From an optimization exercise on the open Yosys and OpenROAD flow, aimed at small area; shortcuts taken in it are not production practice. The RTL was checked by simulation tests, not by an equivalence proof against the original design.

==> job 5204 <==
// PongCore
module PongCore(
	input i_clk,
	input i_rst,
	input [1:0] i_sw,
	input i_pb,
	input i_frame_tick,
	output [6:0] o_sevseg_p1d1,
	output [6:0] o_sevseg_p1d2,
	output [6:0] o_sevseg_p2d1,
	output [6:0] o_sevseg_p2d2,
	output signed [10:0] o_ball_x,
	output signed [10:0] o_ball_y,
	output signed [10:0] o_paddle1_y,
	output signed [10:0] o_paddle2_y,
	output o_finish);
clock: 20.0 ns
lec_check: 0
cap_margin: 20
core_margin: 2
core_utilization: 40
slew_margin: 20
standard.sh (not shown) runs the stock make flow with config.mk's settings and CLKGATE_MAP_FILE= SYNTH_SCRIPT=/design/flow/synth_recipe.tcl, a recipe that flattens the netlist after the stock synthesis.
==> flow/flow/run.sh <==
#!/bin/bash
# Layout flow: the standard synthesis, then an area-oriented re-mapping of the
# combinational logic between the registers (the registers keep their names
# and cell types), then the standard ORFS layout with small port buffers and
# a small clock tree. Each tool's output goes to a log file in this folder.
set -euo pipefail
HERE=$(pwd)
LIB=$FLOW_HOME/platforms/sky130hd/lib/sky130_fd_sc_hd__tt_025C_1v80.lib
RES=$HERE/orfs/results/sky130hd/PongCore/base
YOSYS=$(command -v yosys || echo "$FLOW_HOME/../tools/install/yosys/bin/yosys")

export BUFFER_PORTS_ARGS="-buffer_cell sky130_fd_sc_hd__buf_1"
export REMOVE_ABC_BUFFERS=1
export SKIP_REPAIR_TIE_FANOUT=${SKIP_REPAIR_TIE_FANOUT:-1}
export CTS_ARGS="-sink_clustering_enable -repair_clock_nets -buf_list sky130_fd_sc_hd__clkbuf_16 -root_buf sky130_fd_sc_hd__clkbuf_16 -sink_clustering_size 100 -sink_clustering_max_diameter 1000 -dont_use_dummy_load"

bash standard.sh synth > synth.log 2>&1
cp "$RES/1_2_yosys.v" "$HERE/standard_synth.v"

# re-map the logic with a few seeds of ABC's deepsyn, keep the smallest
DONT_USE=$(sed -n '/export DONT_USE_CELLS/,/^$/p' "$FLOW_HOME/platforms/sky130hd/config.mk" | tr -d '\\' | tr ' ' '\n' | grep sky130 | sed 's/^/-dont_use /' | tr '\n' ' ')
for S in 1 2 3; do
	sed "s/@SEED@/$S/; s/@TIME@/10/" flow/area.abc.in > area_$S.abc
	sed "s#@LIB@#$LIB#g; s#@IN@#$HERE/standard_synth.v#; s#@OUT@#$HERE/reopt_$S.v#; s#@DONT_USE@#$DONT_USE#; s#@SCRIPT@#$HERE/area_$S.abc#" \
		flow/reopt.ys.in > reopt_$S.ys
	"$YOSYS" -l reopt_$S.log -q reopt_$S.ys > /dev/null 2>&1 &
done
wait
BEST=$(for S in 1 2 3; do echo "$(grep 'Chip area for module' reopt_$S.v.stat | awk '{print $NF}') $S"; done | sort -n | head -1 | awk '{print $2}')
echo "picked seed $BEST" > reopt_pick.log
cat reopt_*.v.stat | grep 'Chip area' >> reopt_pick.log
cp "$HERE/reopt_$BEST.v" "$RES/1_2_yosys.v"

bash standard.sh do-1_synth > synth_odb.log 2>&1
bash standard.sh > standard.log 2>&1
Other scripts of this flow, unchanged in this note and not shown: flow/flow/area.abc.in, flow/flow/reopt.ys.in
==> job 1421 (differences from job 5204) <==
--- a/flow/flow/run.sh
+++ b/flow/flow/run.sh
@@ -10,19 +10,19 @@
 YOSYS=$(command -v yosys || echo "$FLOW_HOME/../tools/install/yosys/bin/yosys")
 
 export BUFFER_PORTS_ARGS="-buffer_cell sky130_fd_sc_hd__buf_1"
 export REMOVE_ABC_BUFFERS=1
 export SKIP_REPAIR_TIE_FANOUT=${SKIP_REPAIR_TIE_FANOUT:-1}
-export CTS_ARGS="-sink_clustering_enable -repair_clock_nets -buf_list sky130_fd_sc_hd__clkbuf_16 -root_buf sky130_fd_sc_hd__clkbuf_16 -sink_clustering_size 100 -sink_clustering_max_diameter 1000 -dont_use_dummy_load"
+export CTS_ARGS="-sink_clustering_enable -repair_clock_nets -buf_list sky130_fd_sc_hd__clkbuf_4 -root_buf sky130_fd_sc_hd__clkbuf_4 -dont_use_dummy_load"
 
 bash standard.sh synth > synth.log 2>&1
 cp "$RES/1_2_yosys.v" "$HERE/standard_synth.v"
 
 # re-map the logic with a few seeds of ABC's deepsyn, keep the smallest
 DONT_USE=$(sed -n '/export DONT_USE_CELLS/,/^$/p' "$FLOW_HOME/platforms/sky130hd/config.mk" | tr -d '\\' | tr ' ' '\n' | grep sky130 | sed 's/^/-dont_use /' | tr '\n' ' ')
 for S in 1 2 3; do
-	sed "s/@SEED@/$S/; s/@TIME@/10/" flow/area.abc.in > area_$S.abc
+	sed "s/@SEED@/$S/; s/@TIME@/${ABC_TIME:-60}/" flow/area.abc.in > area_$S.abc
 	sed "s#@LIB@#$LIB#g; s#@IN@#$HERE/standard_synth.v#; s#@OUT@#$HERE/reopt_$S.v#; s#@DONT_USE@#$DONT_USE#; s#@SCRIPT@#$HERE/area_$S.abc#" \
 		flow/reopt.ys.in > reopt_$S.ys
 	"$YOSYS" -l reopt_$S.log -q reopt_$S.ys > /dev/null 2>&1 &
 done
 wait
==> job 9124 (differences from job 5204) <==
--- a/flow/design.v
+++ b/flow/design.v
@@ -33,56 +33,58 @@
 	output signed [10:0] o_ball_x,
 	output signed [10:0] o_ball_y,
 	output signed [10:0] o_paddle1_y,
 	output signed [10:0] o_paddle2_y,
 	output reg o_finish);
-	localparam RESET = 3'd0;
-	localparam SERVE = 3'd1;
-	localparam PLAY = 3'd2;
-	localparam INCR_SCORE = 3'd3;
-	localparam FINISH = 3'd4;
-	reg [2:0] r_state;
+	localparam RESET = 2'd0;
+	localparam SERVE = 2'd1;
+	localparam PLAY = 2'd2;
+	localparam INCR_SCORE = 2'd3;
+	reg [1:0] r_state;
 	reg r_changed;
 	reg r_pb, r_pb_q, r_ftick, r_ftick_q;
 	reg r_vxneg;
 	reg r_vyneg;
 	reg [3:0] r_vymag;
 	reg [5:0] r_blink_counter;
-	reg [10:0] r_bx;
-	reg [9:0] r_by;
+	reg [9:0] r_bx;
+	reg [8:0] r_by;
+	wire w_bx_neg = r_bx[9] & r_bx[8];
+	wire w_by_neg = &r_by[8:4];
 	reg [6:0] r_p1, r_p2;
 	wire [2:0] w_lfsr;
 	Lfsr lfsr_inst(
 		.i_clk(i_clk),
 		.i_rst(i_rst),
 		.o_data(w_lfsr));
 	wire w_pe_pb = r_pb & ~r_pb_q;
 	wire w_tick = r_ftick & ~r_ftick_q;
-	assign o_ball_x = r_bx;
-	assign o_ball_y = {r_by[9], r_by};
+	assign o_ball_x = {w_bx_neg, r_bx};
+	assign o_ball_y = {w_by_neg, w_by_neg, r_by};
 	assign o_paddle1_y = {2'b00, r_p1, 2'b00};
 	assign o_paddle2_y = {2'b00, r_p2, 2'b00};
 	wire w_is_reset = (r_state == RESET);
 	wire w_is_incr = (r_state == INCR_SCORE);
 	wire w_clear = w_is_reset & ~r_changed;
-	wire w_inc1 = w_is_incr & r_changed & ~r_bx[10];
-	wire w_inc2 = w_is_incr & r_changed & r_bx[10];
+	wire w_inc1 = w_is_incr & r_changed & ~r_bx[8];
+	wire w_inc2 = w_is_incr & r_changed & r_bx[8];
 	wire [2:0] w_score1 = w_clear ? 3'b000 : (w_inc1 ? {o_disp1[1:0], ~o_disp1[2]} : o_disp1);
 	wire [2:0] w_score2 = w_clear ? 3'b000 : (w_inc2 ? {o_disp2[1:0], ~o_disp2[2]} : o_disp2);
 	wire w_game_over = (w_score1 == 3'b100) | (w_score2 == 3'b100);
-	wire w_out_l = r_bx[10] & ~r_bx[3];
-	wire w_out_r = ~r_bx[10] & r_bx[9] & r_bx[6] & r_bx[5] & r_bx[4] & r_bx[3];
+	wire w_finish = ~r_changed & ((o_disp1 == 3'b100) | (o_disp2 == 3'b100));
+	wire w_out_l = w_bx_neg & ~r_bx[3];
+	wire w_out_r = r_bx[9] & ~r_bx[8] & r_bx[6] & r_bx[5] & r_bx[4] & r_bx[3];
 	wire w_out = w_out_l | w_out_r;
 	wire w_vy_nz = (r_vymag != 4'd0);
-	wire w_top = r_by[9] | (r_by == 10'd0);
-	wire w_bot = ~r_by[9] & (r_by[8:0] >= 9'd472);
+	wire w_top = w_by_neg | (r_by == 9'd0);
+	wire w_bot = ~w_by_neg & (r_by >= 9'd472);
 	wire w_wall = w_vy_nz & (r_vyneg ? w_top : w_bot);
 	wire w_zone1 = (r_bx[9:5] == 5'd0) & (r_bx[4] ^ r_bx[3]);
 	wire w_zone2 = r_bx[9] & ~r_bx[8] & ~r_bx[7] & r_bx[6] & (r_bx[5] ^ r_bx[4]) & (r_bx[4] ~^ r_bx[3]);
 	wire w_zone = r_vxneg ? w_zone1 : w_zone2;
-	wire [6:0] w_psel = r_vxneg ? r_p1 : r_p2;
-	wire signed [7:0] w_u = r_by[9:2] - {1'b0, w_psel};
+	wire [6:0] w_psel = ({7{w_zone1}} & r_p1) | ({7{w_zone2}} & r_p2);
+	wire signed [7:0] w_u = {w_by_neg, r_by[8:2]} - {1'b0, w_psel};
 	wire [1:0] w_r = r_by[1:0];
 	wire w_hit_ok = ((w_u >= -8'sd1) & (w_u <= 8'sd18)) |
 		((w_u == -8'sd2) & (w_r == 2'd3)) | ((w_u == 8'sd19) & ~w_r[1]);
 	wire w_hit_neg = (w_u <= 8'sd8);
 	reg [3:0] w_hit_mag;
@@ -181,18 +183,18 @@
 			for (i = 0; i < 7; i = i + 1)
 				t[i+1] = t[i] & (p[i] ^ up);
 			paddle_move = p ^ t[6:0];
 		end
 	endfunction
-	function [9:0] ball_y_move(input [9:0] y, input neg, input [3:0] m);
-		reg [10:0] k;
+	function [8:0] ball_y_move(input [8:0] y, input neg, input [3:0] m);
+		reg [9:0] k;
 		reg [3:0] mm;
 		integer i;
 		begin
 			k[0] = 1'b0;
 			mm = m;
-			for (i = 0; i < 10; i = i + 1)
+			for (i = 0; i < 9; i = i + 1)
 			begin
 				if (i < 4)
 				begin
 					ball_y_move[i] = y[i] ^ mm[i] ^ k[i];
 					k[i+1] = ((y[i] ^ neg) & mm[i]) | ((y[i] ^ neg) & k[i]) | (mm[i] & k[i]);
@@ -203,18 +205,18 @@
 					k[i+1] = (y[i] ^ neg) & k[i];
 				end
 			end
 		end
 	endfunction
-	function [10:0] ball_x_move(input [10:0] x, input neg);
-		reg [11:0] t;
+	function [9:0] ball_x_move(input [9:0] x, input neg);
+		reg [10:0] t;
 		integer i;
 		begin
 			ball_x_move[0] = ~x[0];
 			ball_x_move[1] = x[1] ^ x[0] ^ ~neg;
 			t[2] = neg ? ~(x[1] & x[0]) : (x[1] | x[0]);
-			for (i = 2; i < 11; i = i + 1)
+			for (i = 2; i < 10; i = i + 1)
 			begin
 				ball_x_move[i] = x[i] ^ t[i];
 				t[i+1] = t[i] & (x[i] ^ neg);
 			end
 		end
@@ -240,12 +242,12 @@
 			r_vxneg <= 1'b0;
 			r_vyneg <= 1'b0;
 			r_vymag <= 4'd0;
 			o_finish <= 1'b0;
 			r_blink_counter <= 0;
-			r_bx <= 11'd312;
-			r_by <= 10'd236;
+			r_bx <= 10'd312;
+			r_by <= 9'd236;
 			r_p1 <= 7'd50;
 			r_p2 <= 7'd50;
 		end
 		else if (w_pe_pb && r_state != RESET)
 		begin
@@ -265,22 +267,22 @@
 			RESET:
 			begin
 				o_finish <= 1'b0;
 				if (w_tick)
 				begin
-					r_bx <= 11'd312;
-					r_by <= 10'd236;
+					r_bx <= 10'd312;
+					r_by <= 9'd236;
 					r_p1 <= 7'd50;
 					r_p2 <= 7'd50;
 				end
 			end
 			SERVE:
 			begin
 				if (w_tick)
 				begin
-					r_bx <= 11'd312;
-					r_by <= 10'd236;
+					r_bx <= 10'd312;
+					r_by <= 9'd236;
 					r_state <= PLAY;
 				end
 			end
 			PLAY:
 			begin
@@ -305,35 +307,32 @@
 					r_p2 <= paddle_move(r_p2, i_sw[0]);
 				end
 			end
 			INCR_SCORE:
 			begin
-				if (w_game_over)
-					r_state <= FINISH;
-				else if (w_tick)
+				if (w_finish)
 				begin
-					r_blink_counter <= r_blink_counter + 1;
-					if (r_blink_counter >= 60)
+					if (w_tick)
 					begin
-						r_state <= SERVE;
-						r_blink_counter <= 0;
+						r_blink_counter <= r_blink_counter + 1;
+						if (r_blink_counter >= 30)
+						begin
+							o_finish <= ~o_finish;
+							r_blink_counter <= 0;
+						end
 					end
 				end
-			end
-			FINISH:
-			begin
-				if (w_tick)
+				else if (!w_game_over && w_tick)
 				begin
 					r_blink_counter <= r_blink_counter + 1;
-					if (r_blink_counter >= 30)
+					if (r_blink_counter >= 60)
 					begin
-						o_finish <= ~o_finish;
+						r_state <= SERVE;
 						r_blink_counter <= 0;
 					end
 				end
 			end
-			default: ;
 			endcase
 		end
 	end
 endmodule
 module PongCore(
==> flow/flow/run.sh (replaced) <==
#!/bin/bash
# Layout flow: the standard synthesis, then an area-oriented re-mapping of the
# combinational logic between the registers (the registers keep their names
# and cell types), then the standard ORFS layout with small port buffers and
# a small clock tree. Each tool's output goes to a log file in this folder.
set -euo pipefail
HERE=$(pwd)
LIB=$FLOW_HOME/platforms/sky130hd/lib/sky130_fd_sc_hd__tt_025C_1v80.lib
RES=$HERE/orfs/results/sky130hd/PongCore/base
YOSYS=$(command -v yosys || echo "$FLOW_HOME/../tools/install/yosys/bin/yosys")
NSEEDS=${NSEEDS:-32}
ABC_TIME=${ABC_TIME:-30}

export BUFFER_PORTS_ARGS="-buffer_cell sky130_fd_sc_hd__buf_1"
export REMOVE_ABC_BUFFERS=1
export SKIP_REPAIR_TIE_FANOUT=1
export CTS_ARGS="-sink_clustering_enable -repair_clock_nets -buf_list sky130_fd_sc_hd__clkbuf_4 -root_buf sky130_fd_sc_hd__clkbuf_4 -dont_use_dummy_load"

bash standard.sh synth > synth.log 2>&1
cp "$RES/1_2_yosys.v" "$HERE/standard_synth.v"

# re-map the logic with several seeds of ABC's deepsyn, keep the smallest
DONT_USE=$(sed -n '/export DONT_USE_CELLS/,/^$/p' "$FLOW_HOME/platforms/sky130hd/config.mk" | tr -d '\\' | tr ' ' '\n' | grep sky130 | sed 's/^/-dont_use /' | tr '\n' ' ')
run_seed() {
	local S=$1
	sed "s/@SEED@/$S/; s/@TIME@/$ABC_TIME/" flow/area.abc.in > area_$S.abc
	sed "s#@LIB@#$LIB#g; s#@IN@#$HERE/standard_synth.v#; s#@OUT@#$HERE/reopt_$S.v#; s#@DONT_USE@#$DONT_USE#; s#@SCRIPT@#$HERE/area_$S.abc#" \
		flow/reopt.ys.in > reopt_$S.ys
	"$YOSYS" -l reopt_$S.log -q reopt_$S.ys > /dev/null 2>&1 || true
}
S=1
while [ $S -le $NSEEDS ]; do
	for J in $(seq 1 ${NUM_CORES:-4}); do
		if [ $S -le $NSEEDS ]; then run_seed $S & fi
		S=$((S + 1))
	done
	wait
done
: > reopt_pick.log
for S in $(seq 1 $NSEEDS); do
	if [ -s reopt_$S.v.stat ] && [ -s reopt_$S.v ]; then
		echo "$(grep 'Chip area for module' reopt_$S.v.stat | awk '{print $NF}') $S" >> reopt_pick.log
	fi
done
BEST=$(sort -n reopt_pick.log | head -1 | awk '{print $2}')
if [ -n "$BEST" ]; then
	echo "picked seed $BEST" >> reopt_pick.log
	cp "$HERE/reopt_$BEST.v" "$RES/1_2_yosys.v"
else
	echo "no re-mapped netlist; keeping the standard synthesis" >> reopt_pick.log
fi

bash standard.sh do-1_synth > synth_odb.log 2>&1
bash standard.sh > standard.log 2>&1
--- a/flow/config.mk
+++ b/flow/config.mk
@@ -5,7 +5,8 @@
 export SDC_FILE = /design/flow/constraint.sdc
 export NUM_CORES = 4
 export LEC_CHECK = 0
 export CAP_MARGIN = 20
 export CORE_MARGIN = 2
-export CORE_UTILIZATION = 40
+export CORE_UTILIZATION = 60
+export GPL_TIMING_DRIVEN = 0
 export SLEW_MARGIN = 20
==> notes <==
In job 9124 the utilization is higher than in job 1421, by 22 points. Job 1421 passed the timing, DRC and antenna checks. Job 5204 finished with timing, DRC and antenna clean. Job 9124 ran to the end with no violations. Synthesized cell count: job 9124 < job 1421 < job 5204. Register-to-register slack: job 1421 > job 5204 > job 9124. The lowest clock skew belongs to job 5204, the highest to job 9124.

## port drivers added, routing unchanged
The results above use ideal ports. As a check the final layouts listed here were re-extracted and re-timed, cells and wires unchanged. Step 1 sets driving cells, clkbuf_16 on the clock port and buf_2 on the other inputs (assumed; they add their load-dependent delay and slew). Step 2 also shifts input and output timing later by t, the mid clock arrival at the registers, as if the neighbouring blocks saw the same clock. Three values: ideal, step 1, step 2; two values: the first two.
run | shift t [ns] | slack for setup (ns) | worst setup path at the end | clock arrival spread, ns | slew at the worst register clock pin (ns)
job 5204 | 0.351 | 13.907 / 13.919 / 13.568 | input to register | 0.015 / 0.015 | 0.06 / 0.06
job 1421 | 0.422 | 13.997 / 14.002 / 13.580 | input to register | 0.033 / 0.032 | 0.12 / 0.12
job 9124 | 0.418 | 14.191 / 14.164 / 13.911 | input to register | 0.044 / 0.043 | 0.11 / 0.11
After both steps setup and hold are still met in every run listed. The setup slack of job 1421, which loses most, moves by +0.005 ns with the drivers and by -0.417 ns with both steps.
